Background: an optimization exercise with open tools, aiming at small area and a short achievable clock period. Do not read the settings as production practice. The RTL was checked by simulation tests, not by an equivalence proof against the original design.

## red
==> flow/design.v (excerpt) <==
module HarmonicMean (
    input wire clk,
    input wire reset,
    input wire [15:0] data1,
    input wire [15:0] data2,
    input wire [15:0] data3,
    input wire [15:0] data4,
    input wire data_valid1,
    input wire data_valid2,
    input wire data_valid3,
    input wire data_valid4,
    output wire [15:0] harmonic_mean,
    output reg data_ready
);
wire [15:0] p12, p34, hm_num, hm_den;
hm_mul16lo u_m12 (.a(data1), .b(data2), .p(p12));
hm_mul16lo u_m34 (.a(data3), .b(data4), .p(p34));
hm_mul16lo u_mn (.a(p12), .b(p34), .p(hm_num));
hm_sum4 u_sum (.a(data1), .b(data2), .c(data3), .d(data4), .s(hm_den));
wire all_valid = data_valid1 & data_valid2 & data_valid3 & data_valid4;
wire [15:13] qa;
wire [15:0] a_r15;
hm_divrow #(.I(15)) u_a_row15 (.r(hm_num), .d(hm_den), .q(qa[15]), .rn(a_r15));
wire [15:0] a_r14;
hm_divrow #(.I(14)) u_a_row14 (.r(a_r15), .d(hm_den), .q(qa[14]), .rn(a_r14));
wire [15:0] a_r13;
hm_divrow #(.I(13)) u_a_row13 (.r(a_r14), .d(hm_den), .q(qa[13]), .rn(a_r13));
reg [15:0] rem_q;
reg [15:0] den_q;
reg [15:13] qhi_q;
always @(posedge clk or posedge reset) begin
    if (reset) begin
        rem_q <= 16'd0;
        den_q <= 16'd1;
        qhi_q <= 0;
        data_ready <= 1'b0;
    end else begin
        if (all_valid) begin
            rem_q <= a_r13;
            den_q <= hm_den;
            qhi_q <= qa;
        end
        data_ready <= all_valid;
    end
end
wire [12:0] qb;
wire [15:0] b_r12;
hm_divrow #(.I(12)) u_b_row12 (.r(rem_q), .d(den_q), .q(qb[12]), .rn(b_r12));
wire [15:0] b_r11;
hm_divrow #(.I(11)) u_b_row11 (.r(b_r12), .d(den_q), .q(qb[11]), .rn(b_r11));
wire [15:0] b_r10;
hm_divrow #(.I(10)) u_b_row10 (.r(b_r11), .d(den_q), .q(qb[10]), .rn(b_r10));
wire [15:0] b_r9;
hm_divrow #(.I(9)) u_b_row9 (.r(b_r10), .d(den_q), .q(qb[9]), .rn(b_r9));
wire [15:0] b_r8;
hm_divrow #(.I(8)) u_b_row8 (.r(b_r9), .d(den_q), .q(qb[8]), .rn(b_r8));
wire [15:0] b_r7;
hm_divrow #(.I(7)) u_b_row7 (.r(b_r8), .d(den_q), .q(qb[7]), .rn(b_r7));
wire [15:0] b_r6;
hm_divrow #(.I(6)) u_b_row6 (.r(b_r7), .d(den_q), .q(qb[6]), .rn(b_r6));
wire [15:0] b_r5;
hm_divrow #(.I(5)) u_b_row5 (.r(b_r6), .d(den_q), .q(qb[5]), .rn(b_r5));
wire [15:0] b_r4;
hm_divrow #(.I(4)) u_b_row4 (.r(b_r5), .d(den_q), .q(qb[4]), .rn(b_r4));
wire [15:0] b_r3;
  ...
For scale: about 2900 cells after synthesis, roughly 87 I/O pins.
Settings: LEC_CHECK=0, ABC_AREA=1, CAP_MARGIN=20, CORE_MARGIN=2, CORE_UTILIZATION=40, SLEW_MARGIN=20; clock period 56.0 ns.
standard.sh (not shown) runs the stock make flow with config.mk's settings and CLKGATE_MAP_FILE= SYNTH_SCRIPT=/design/flow/synth_recipe.tcl, a recipe that flattens the netlist after the stock synthesis.
==> flow/flow/run.sh <==
#!/bin/bash
# Standard synthesis, then full-adder polarity clean-up on its netlist, then the
# standard layout from that netlist. Each tool's output goes to its own log here.
set -euo pipefail
R=orfs/results/$FLOW_PLATFORM/HarmonicMean/base
bash standard.sh synth > synth.log 2>&1
cp $R/1_2_yosys.v 1_2_yosys.standard.v
python3 flow/fapol.py 1_2_yosys.standard.v $R/1_2_yosys.v > fapol.log 2>&1
bash standard.sh finish SETUP_SLACK_MARGIN=31 "BUFFER_PORTS_ARGS=-buffer_cell sky130_fd_sc_hd__buf_2" > layout.log 2>&1
Other scripts of this flow, unchanged in this note and not shown: flow/flow/fapol.py
red | status: complete | timing, DRC, antenna: pass
The inputs of blue differ from those of red as listed below.
-- flow/flow/run.sh --
<<< red, line 7
cp $R/1_2_yosys.v 1_2_yosys.standard.v
python3 flow/fapol.py 1_2_yosys.standard.v $R/1_2_yosys.v > fapol.log 2>&1
bash standard.sh finish SETUP_SLACK_MARGIN=31 "BUFFER_PORTS_ARGS=-buffer_cell sky130_fd_sc_hd__buf_2" > layout.log 2>&1
>>> blue, line 7
cp $R/1_2_yosys.v 1_2_yosys.standard.v
python3 flow/fapol.py 1_2_yosys.standard.v $R/1_2_yosys.v > fapol.log 2>&1
bash standard.sh finish SETUP_SLACK_MARGIN=28 "BUFFER_PORTS_ARGS=-buffer_cell sky130_fd_sc_hd__buf_2" > layout.log 2>&1
Notes after the runs:
Going from red to blue, the detailed-route wire length on metal 1 was found to have gone down by 3.4%. Comparing ratio of final minimum period to clock period for blue and red, the bigger number came from blue. Between blue and red, multi-input gate area in the final layout is lower for blue, red comes in above that. Relative to red, total stage count of the critical path has decreased by 3 in blue. Per the final summary, blue finished and its layout is clean on timing, DRC and antenna.

---

## old
Another version of the RTL of HarmonicMean (not shown whole).
Size: about 2700 cells after synthesis, ~40 flip-flops, about 87 I/O pins, roughly 0.019 mm^2 of cells after synthesis.
export LEC_CHECK = 0
export ABC_AREA = 1
export CAP_MARGIN = 70
export CORE_MARGIN = 2
export CORE_UTILIZATION = 40
export SLEW_MARGIN = 70
create_clock -name core_clock -period 56.0 [get_ports {clk}]
run.sh (not shown) runs the stock make flow with config.mk's settings and CLKGATE_MAP_FILE= SYNTH_SCRIPT=/design/flow/synth_recipe.tcl, a recipe that flattens the netlist after the stock synthesis.
Stock flow here: none of the scripts above is used.
Relative to old, the following input files were edited for new:
- a change of CORE_UTILIZATION from 40 to 65
- an added PLACE_DENSITY of 0.75
### Flow results
Sort new and old by upper clock frequency limit desc -> top: old. Via count of the first global-routing pass (higher): new. Going from old to new, average vias per placed instance grew by 0.53, floorplan die width shrank by 21%, utilization of the core after routing grew by 26 points.

---

Starting RTL as in the previous note.
==> flow/config.mk <==
export PLATFORM = sky130hd
export DESIGN_NAME = HarmonicMean
export DESIGN_NICKNAME = HarmonicMean
export VERILOG_FILES = /design/flow/design.v
export SDC_FILE = /design/flow/constraint.sdc
export NUM_CORES = 4
export LEC_CHECK = 0
export ABC_AREA = 1
export CAP_MARGIN = 70
export CORE_MARGIN = 2
export CORE_UTILIZATION = 40
export SLEW_MARGIN = 70
==> flow/constraint.sdc <==
create_clock -name core_clock -period 56.0 [get_ports {clk}]
set_input_delay 11.2000 -clock core_clock [delete_from_list [all_inputs] [get_ports {clk}]]
set_output_delay 11.2000 -clock core_clock [all_outputs]
set_load 0.01 [all_outputs]
standard.sh (not shown) runs the stock make flow with config.mk's settings and CLKGATE_MAP_FILE= SYNTH_SCRIPT=/design/flow/synth_recipe.tcl, a recipe that flattens the netlist after the stock synthesis.
==> flow/flow/run.sh <==
#!/bin/bash
# Standard synthesis, then full-adder polarity clean-up on its netlist, then the
# standard layout from that netlist. Each tool's output goes to its own log here.
set -euo pipefail
R=orfs/results/$FLOW_PLATFORM/HarmonicMean/base
bash standard.sh synth > synth.log 2>&1
cp $R/1_2_yosys.v 1_2_yosys.standard.v
python3 flow/fapol.py 1_2_yosys.standard.v $R/1_2_yosys.v > fapol.log 2>&1
bash standard.sh finish SETUP_SLACK_MARGIN=26 "BUFFER_PORTS_ARGS=-buffer_cell sky130_fd_sc_hd__buf_2" > layout.log 2>&1
Other scripts of this flow, unchanged in this note and not shown: flow/flow/fapol.py
The baseline completed with no timing, DRC or antenna violations.
Then changed:
Settings changed: CAP_MARGIN 70 to 20, CORE_UTILIZATION 40 to 60, CTS_BUF_LIST set to sky130_fd_sc_hd__clkbuf_4 sky130_fd_sc_hd__clkbuf_8, PLACE_DENSITY set to 0.7, SLEW_MARGIN 70 to 20.
The new run completed without violations.
Via count climbs by 1.5%.
Core utilization climbs by 20 points.
Wire length drops by 2.2%.
Worst setup slack got worse by 320 ps.
Die area drops by 33%.
Final cell count drops by 8.0%.
Global-route usage climbs by 11 points.
Then changed:
--- a/flow/flow/run.sh
+++ b/flow/flow/run.sh
@@ -7,3 +7,3 @@
 cp $R/1_2_yosys.v 1_2_yosys.standard.v
 python3 flow/fapol.py 1_2_yosys.standard.v $R/1_2_yosys.v > fapol.log 2>&1
-bash standard.sh finish SETUP_SLACK_MARGIN=26 "BUFFER_PORTS_ARGS=-buffer_cell sky130_fd_sc_hd__buf_2" > layout.log 2>&1
+bash standard.sh finish SETUP_SLACK_MARGIN=26 > layout.log 2>&1
Settings changed: ABC_AREA 1 to 0, CAP_MARGIN 20 to 70, CORE_UTILIZATION 60 to 40, CTS_BUF_LIST sky130_fd_sc_hd__clkbuf_4 sky130_fd_sc_hd__clkbuf_8 to unset, PLACE_DENSITY 0.7 to unset, SLEW_MARGIN 20 to 70.
Effect: The changed run passed the timing, DRC and antenna checks. Sequential cell count is unchanged. Area after synthesis went down by 0.39%. Via count goes down by 9.1%. Sequential share of layout area decreases by 0.62 points. Core utilization is lower by 15 points. Design area grows by 14%. Worst setup slack gets worse by 890 ps. Clock-buffer cell count does not change.
Then changed:
--- a/flow/flow/run.sh
+++ b/flow/flow/run.sh
@@ -7,3 +7,3 @@
 cp $R/1_2_yosys.v 1_2_yosys.standard.v
 python3 flow/fapol.py 1_2_yosys.standard.v $R/1_2_yosys.v > fapol.log 2>&1
-bash standard.sh finish SETUP_SLACK_MARGIN=26 > layout.log 2>&1
+bash standard.sh finish SETUP_SLACK_MARGIN=26 "BUFFER_PORTS_ARGS=-buffer_cell sky130_fd_sc_hd__buf_2" > layout.log 2>&1
Settings changed: ABC_AREA 0 to 1, CORE_UTILIZATION 40 to 60, PLACE_DENSITY set to 0.7.
Outcome: Final area decreases by roughly a tenth; sequential share of layout area increases by 0.63 points; synthesized cell count rose by about a fifth; die area decreases by a quarter to a third; worst setup slack gains 1100 ps; non-clock buffer count came out lower by 158; area after synthesis went up slightly; register-to-register slack gains 90 ps.

---

Setup of run A:
HarmonicMean, a different RTL version from the one above (not shown whole).
Size in the first run: about 20,000 sq um of cells after synthesis.
export LEC_CHECK = 0
export ABC_AREA = 1
export CAP_MARGIN = 20
export CORE_MARGIN = 2
export CORE_UTILIZATION = 60
export PLACE_DENSITY = 0.7
export SLEW_MARGIN = 20
create_clock -name core_clock -period 56.0 [get_ports {clk}]
==> flow/flow/run.sh <==
#!/bin/bash
# Standard synthesis, then full-adder polarity clean-up on its netlist, then the
# standard layout from that netlist. Each tool's output goes to its own log here.
set -euo pipefail
R=orfs/results/$FLOW_PLATFORM/HarmonicMean/base
bash standard.sh synth > synth.log 2>&1
cp $R/1_2_yosys.v 1_2_yosys.standard.v
python3 flow/fapol.py 1_2_yosys.standard.v $R/1_2_yosys.v > fapol.log 2>&1
bash standard.sh finish SETUP_SLACK_MARGIN=30 "BUFFER_PORTS_ARGS=-buffer_cell sky130_fd_sc_hd__buf_2" > layout.log 2>&1
Other scripts of this flow, unchanged in this note and not shown: flow/flow/fapol.py
Run A: no failed stages, no open violations at the end
What run B does differently from run A at the input level:
--- a/flow/config.mk
+++ b/flow/config.mk
@@ -9,5 +9,5 @@
 export CAP_MARGIN = 20
 export CORE_MARGIN = 2
-export CORE_UTILIZATION = 60
-export PLACE_DENSITY = 0.7
+export CORE_UTILIZATION = 50
+export PLACE_DENSITY = 0.6
 export SLEW_MARGIN = 20
==> comparison <==
- Run B: no failed stages, no open violations at the end
- Run B vs run A, data arrival time of the critical path went down by 0.33 ns.
- Re count of non-CTS buffers in the layout: run B is about 2% up on run A.
--- input diff run B..run C ---
--- a/flow/config.mk
+++ b/flow/config.mk
@@ -9,5 +9,4 @@
 export CAP_MARGIN = 20
 export CORE_MARGIN = 2
-export CORE_UTILIZATION = 50
-export PLACE_DENSITY = 0.6
+export CORE_UTILIZATION = 40
 export SLEW_MARGIN = 20
Notes after the runs:
- Run B → run C: global-route usage down 6.2 points, worst setup slack went down by 0.28 ns, detailed placer's ending HPWL up 1.9%, time the worst path needs with I/O delays and setup increased 0.28 ns.

---

== job 9925 ==
HarmonicMean with an RTL version that a note above also has.
Size in the first run: ~2300 cells after synthesis, roughly 0.018 mm^2 of cells after synthesis.
export LEC_CHECK = 0
export ABC_AREA = 1
export CAP_MARGIN = 70
export CORE_MARGIN = 2
export CORE_UTILIZATION = 40
export SLEW_MARGIN = 70
create_clock -name core_clock -period 56.0 [get_ports {clk}]
==> flow/flow/run.sh <==
#!/bin/bash
# Standard synthesis, then full-adder polarity clean-up on its netlist, then the
# standard layout from that netlist. Each tool's output goes to its own log here.
set -euo pipefail
R=orfs/results/$FLOW_PLATFORM/HarmonicMean/base
bash standard.sh synth > synth.log 2>&1
cp $R/1_2_yosys.v 1_2_yosys.standard.v
python3 flow/fapol.py 1_2_yosys.standard.v $R/1_2_yosys.v > fapol.log 2>&1
bash standard.sh finish SETUP_SLACK_MARGIN=31 > layout.log 2>&1
Other scripts of this flow, unchanged in this note and not shown: flow/flow/fapol.py
Relative to job 9925, the following input files were edited for job 2352:
diff --git a/flow/flow/run.sh b/flow/flow/run.sh
--- a/flow/flow/run.sh
+++ b/flow/flow/run.sh
@@ -8,2 +8,2 @@
 python3 flow/fapol.py 1_2_yosys.standard.v $R/1_2_yosys.v > fapol.log 2>&1
-bash standard.sh finish SETUP_SLACK_MARGIN=31 > layout.log 2>&1
+bash standard.sh finish SETUP_SLACK_MARGIN=26 > layout.log 2>&1
### Flow results
The final layout from job 2352, which completed every stage, passed the timing, DRC and antenna checks at the end of the flow. Row buffer count from post-CTS setup fixing: job 2352 lower / job 9925 higher. Compared to job 9925, job 2352 has detailed-route wire length 3700 um lower. Re estimated wirelength of the detail-placed design: job 2352 is about 0.5% up on job 9925. Compared with job 9925, job 2352 shows post-cts gate resize count lower by about 80%. [compare] base=job 9925 new=job 2352: post-route standard cell area excluding fillers moved down, count of fill cells added during filler insertion went up, worst slack on hold paths shows a reduction of 0.011 ns, smallest setup slack after layout went down by 1.22 ns, net total in the final layout moved down.
> inputs changed (job 2352 -> job 4811)
diff --git a/flow/flow/run.sh b/flow/flow/run.sh
--- a/flow/flow/run.sh
+++ b/flow/flow/run.sh
@@ -8,2 +8,2 @@
 python3 flow/fapol.py 1_2_yosys.standard.v $R/1_2_yosys.v > fapol.log 2>&1
-bash standard.sh finish SETUP_SLACK_MARGIN=26 > layout.log 2>&1
+bash standard.sh finish SETUP_SLACK_MARGIN=28 > layout.log 2>&1
## What came out
Job 4811 did not stop at any stage, and its layout met the timing, DRC and antenna checks. From job 2352 to job 4811 the numbers moved as follows: number of nets in the final layout climbed 88, total wire length after detailed routing climbed about 5%, all-layer global routing usage climbed 1.3 points. Fraction of standard cell area in multi-input logic | job 4811 below job 2352.
### job 4811 -> job 4174
diff --git a/flow/flow/run.sh b/flow/flow/run.sh
--- a/flow/flow/run.sh
+++ b/flow/flow/run.sh
@@ -8,2 +8,2 @@
 python3 flow/fapol.py 1_2_yosys.standard.v $R/1_2_yosys.v > fapol.log 2>&1
-bash standard.sh finish SETUP_SLACK_MARGIN=28 > layout.log 2>&1
+bash standard.sh finish SETUP_SLACK_MARGIN=24 > layout.log 2>&1
==> comparison <==
Every stage of the flow completed for job 4174, and the final layout passed the timing, DRC and antenna checks. In the reports for job 4811 and job 4174, the larger worst hold slack belongs to job 4811. Going from job 4811 to job 4174, the area growth from synthesis to layout was found to have gone down by 12 points. Summary of job 4174 over job 4811: number of combinational gates with multiple inputs held, pre-CTS setup slack went down 0.62 ns.
Modified inputs, job 7272 compared to job 4174
diff --git a/flow/flow/run.sh b/flow/flow/run.sh
--- a/flow/flow/run.sh
+++ b/flow/flow/run.sh
@@ -8,2 +8,2 @@
 python3 flow/fapol.py 1_2_yosys.standard.v $R/1_2_yosys.v > fapol.log 2>&1
-bash standard.sh finish SETUP_SLACK_MARGIN=24 > layout.log 2>&1
+bash standard.sh finish SETUP_SLACK_MARGIN=26 > layout.log 2>&1
diff --git a/flow/config.mk b/flow/config.mk
--- a/flow/config.mk
+++ b/flow/config.mk
@@ -8,5 +8,5 @@
 export ABC_AREA = 1
-export CAP_MARGIN = 70
+export CAP_MARGIN = 20
 export CORE_MARGIN = 2
 export CORE_UTILIZATION = 40
-export SLEW_MARGIN = 70
+export SLEW_MARGIN = 20
Results
- Result: PASS for each of job 7272 and job 4174
- Job 7272 vs. job 4174: core utilization +2.0 points.
- In the tables for job 7272 and job 4174, transition time of the tightest slew-check pin reads lower with job 4174.
- The proportion of cell area spent on the clock network was comparable across job 7272 and job 4174.
- Of job 7272 and job 4174, it is job 7272 that has the lower share of the clock period used by the worst path.
- Job 7272: final period demand of the worst path 1.26 ns below job 4174
- Job 7272 against job 4174: tightest hold margin has increased, area growth from synthesis to final layout grew by 4.8 points.
- On wire length of the first global-routing pass, job 7272 and job 4174 are neck and neck.

[port drivers added, routing unchanged]
In the flow no input, the clock included, has a driving cell. The finished layouts below were timed again as built, in two steps.
Step 1 assumes that a clkbuf_16 drives the clock port and a buf_2 every other input.
Step 2 times the ports against the registers' clock, not the clock port: input delays grow and output delays shrink by t, the midpoint of the rising clock arrivals with the driver on.
Three values: no drivers, after step 1, after step 2; two values: the first two.
run | t (ns) | slack for setup (ns) | worst slew at a driven data input, ns
red | 0.320 | 31.740 / 31.694 / 32.014 | 0.03
blue | 0.320 | 30.144 / 30.098 / 30.418 | 0.03
old | 0.324 | 24.550 / 24.508 / 24.832 | 0.04
new | 0.326 | 24.044 / 24.002 / 24.328 | 0.04
the first run of note 3 | 0.323 | 26.886 / 26.883 / 26.560 | 0.05
the second run of note 3 | 0.327 | 26.566 / 26.540 / 26.213 | 0.06
the third run of note 3 | 0.332 | 25.671 / 25.633 / 25.965 | 0.06
the fourth run of note 3 | 0.310 | 26.791 / 26.772 / 26.462 | 0.06
run A | 0.317 | 31.547 / 31.509 / 31.826 | 0.05
run B | 0.323 | 31.883 / 31.842 / 32.165 | 0.04
run C | 0.329 | 31.605 / 31.558 / 31.887 | 0.03
job 9925 | 0.326 | 28.177 / 28.195 / 27.869 | 0.07
job 2352 | 0.321 | 26.955 / 26.968 / 26.647 | 0.04
job 4811 | 0.323 | 27.828 / 27.786 / 27.463 | 0.09
job 4174 | 0.321 | 25.555 / 25.567 / 25.246 | 0.04
job 7272 | 0.326 | 26.819 / 26.836 / 26.510 | 0.04
After both steps every run listed still meets setup and hold. The setup slack of job 4811, which loses most, moves by -0.042 ns with the drivers and by -0.365 ns with both steps.
